Background: an optimization exercise with open tools, aiming at small area. Do not read the settings as production practice.
In this exercise RTL edits were held to simulation tests only and were not proved equivalent to the original.

v20:
==> flow/design.v (excerpt) <==
module cordic_oscillator (
    input  wire               clk,
    input  wire               rst,
    input  wire               ce,
    input  wire signed [31:0] tuning_word,
    output wire signed [15:0] sin_out,
    output wire signed [15:0] cos_out,
    output wire               valid_out
);
Size in the first run: roughly 300 flip-flops, ~68 I/O pins.
==> flow/config.mk <==
export PLATFORM = sky130hd
export DESIGN_NAME = cordic_oscillator
export DESIGN_NICKNAME = cordic_oscillator
export VERILOG_FILES = /design/flow/design.v
export SDC_FILE = /design/flow/constraint.sdc
export NUM_CORES = 4
export LEC_CHECK = 0
export ABC_AREA = 1
export CAP_MARGIN = 20
export CORE_MARGIN = 2
export CORE_UTILIZATION = 40
export CTS_BUF_LIST = sky130_fd_sc_hd__clkbuf_8
export CTS_CLUSTER_DIAMETER = 60
export CTS_CLUSTER_SIZE = 16
export SLEW_MARGIN = 20
==> flow/constraint.sdc <==
create_clock -name core_clock -period 5.5 [get_ports {clk}]
set_input_delay 1.1000 -clock core_clock [delete_from_list [all_inputs] [get_ports {clk}]]
set_output_delay 1.1000 -clock core_clock [all_outputs]
set_load 0.01 [all_outputs]
run.sh (not shown) runs the stock make flow with config.mk's settings and CLKGATE_MAP_FILE= SYNTH_SCRIPT=/design/flow/synth_recipe.tcl, a recipe that flattens the netlist after the stock synthesis.
--- input diff v20..v22 ---
--- a/flow/design.v
+++ b/flow/design.v
@@ -145,39 +145,31 @@
     wire d_0 = qf == 2'b10;
     wire negx = qf == 2'b01 || qf == 2'b10;
     wire negy = qf == 2'b11;
     wire [16:0] zn = z[16:0] ^ {17{negz}};
     wire [16:0] zn1 = {16'd0, negz};
     wire signed [16:0] z_1 = zn + c1 + zn1;
     wire [0:0] d_1 = z_1_q1[16];
     wire signed [15:0] z_2 = z_1_q1 + (d_1 ? 16'sd30385 : -16'sd30385);
     wire [0:0] d_2 = z_2[15];
-    wire signed [14:0] zpa_1 = z_1_q1 + (d_1 ? 15'sd46439 : -15'sd14331);
-    wire signed [14:0] zpb_1 = z_1_q1 + (d_1 ? 15'sd14331 : -15'sd46439);
-    wire signed [14:0] z_3 = d_2 ? zpa_1 : zpb_1;
+    wire signed [14:0] z_3 = z_2 + (d_2 ? 15'sd16054 : -15'sd16054);
     wire [0:0] d_3 = z_3_q2[14];
     wire signed [13:0] z_4 = z_3_q2 + (d_3 ? 14'sd8149 : -14'sd8149);
     wire [0:0] d_4 = z_4[13];
-    wire signed [12:0] zpa_3 = z_3_q2 + (d_3 ? 13'sd12239 : -13'sd4059);
-    wire signed [12:0] zpb_3 = z_3_q2 + (d_3 ? 13'sd4059 : -13'sd12239);
-    wire signed [12:0] z_5 = d_4 ? zpa_3 : zpb_3;
+    wire signed [12:0] z_5 = z_4 + (d_4 ? 13'sd4090 : -13'sd4090);
     wire [0:0] d_5 = z_5_q3[12];
     wire signed [11:0] z_6 = z_5_q3 + (d_5 ? 12'sd2047 : -12'sd2047);
     wire [0:0] d_6 = z_6[11];
-    wire signed [10:0] zpa_5 = z_5_q3 + (d_5 ? 11'sd3070 : -11'sd1024);
-    wire signed [10:0] zpb_5 = z_5_q3 + (d_5 ? 11'sd1024 : -11'sd3070);
-    wire signed [10:0] z_7 = d_6 ? zpa_5 : zpb_5;
+    wire signed [10:0] z_7 = z_6 + (d_6 ? 11'sd1023 : -11'sd1023);
     wire [0:0] d_7 = z_7_q4[10];
     wire signed [10:0] z_8 = z_7_q4 + (d_7 ? 11'sd511 : -11'sd511);
     wire [0:0] d_8 = z_8[10];
-    wire signed [9:0] zpa_7 = z_7_q4 + (d_7 ? 10'sd766 : -10'sd256);
-    wire signed [9:0] zpb_7 = z_7_q4 + (d_7 ? 10'sd256 : -10'sd766);
-    wire signed [9:0] z_9 = d_8 ? zpa_7 : zpb_7;
+    wire signed [9:0] z_9 = z_8 + (d_8 ? 10'sd255 : -10'sd255);
     wire [0:0] d_9 = z_9_q5[9];
     wire signed [8:0] z_10 = z_9_q5 + (d_9 ? 9'sd127 : -9'sd127);
     wire [0:0] d_10 = z_10[8];
     wire signed [7:0] z_11 = z_10 + (d_10 ? 8'sd63 : -8'sd63);
     wire [0:0] d_11 = z_11[7];
     wire signed [6:0] z_12 = z_11 + (d_11 ? 7'sd31 : -7'sd31);
     wire [0:0] d_12 = z_12_q6[6];
     wire signed [5:0] z_13 = z_12_q6 + (d_12 ? 6'sd15 : -6'sd15);
     wire [0:0] d_13 = z_13[5];
Findings:
- v22 completed end to end with timing, DRC and antenna clean.
- The residual DRC count of v20 and that of v22 are within noise of each other.
- v22 vs. v20: global-route wire length before repair went down by about 1.1%.
- Utilization v20 -> v22: down
- Setup slack: v22 lower than v20

-- afterwards: timing with drivers on the ports --
The flow's constraints put no driver on any port. The routed layouts listed below were extracted and timed again, unchanged, in two steps.
Step 1: set_driving_cell puts a clkbuf_16 on clk and a buf_2 on each other input, an assumption about the parent block.
Step 2, shift: input delay + t, output delay - t, t = (earliest + latest rising clock arrival at the registers) / 2. This alone moves slack from input paths to output paths.
a / b / c = no drivers / after step 1 / after step 2; a / b = the first two.
run | t, ns | setup slack, ns | hold WS [ns] | worst setup path after step 2 | cell pins on the clock port's net
v20 | 0.665 | 0.306 / 0.306 / -0.183 | 0.333 / 0.333 / 0.333 | input to register | 1
v22 | 0.666 | 0.248 / 0.248 / -0.194 | 0.332 / 0.332 / 0.332 | input to register | 1
Met with ideal ports but missed after step 2: setup timing in v20 and v22. For v20, which loses most, drivers alone change the setup slack by 0.000 ns; drivers and shift together by -0.489 ns.
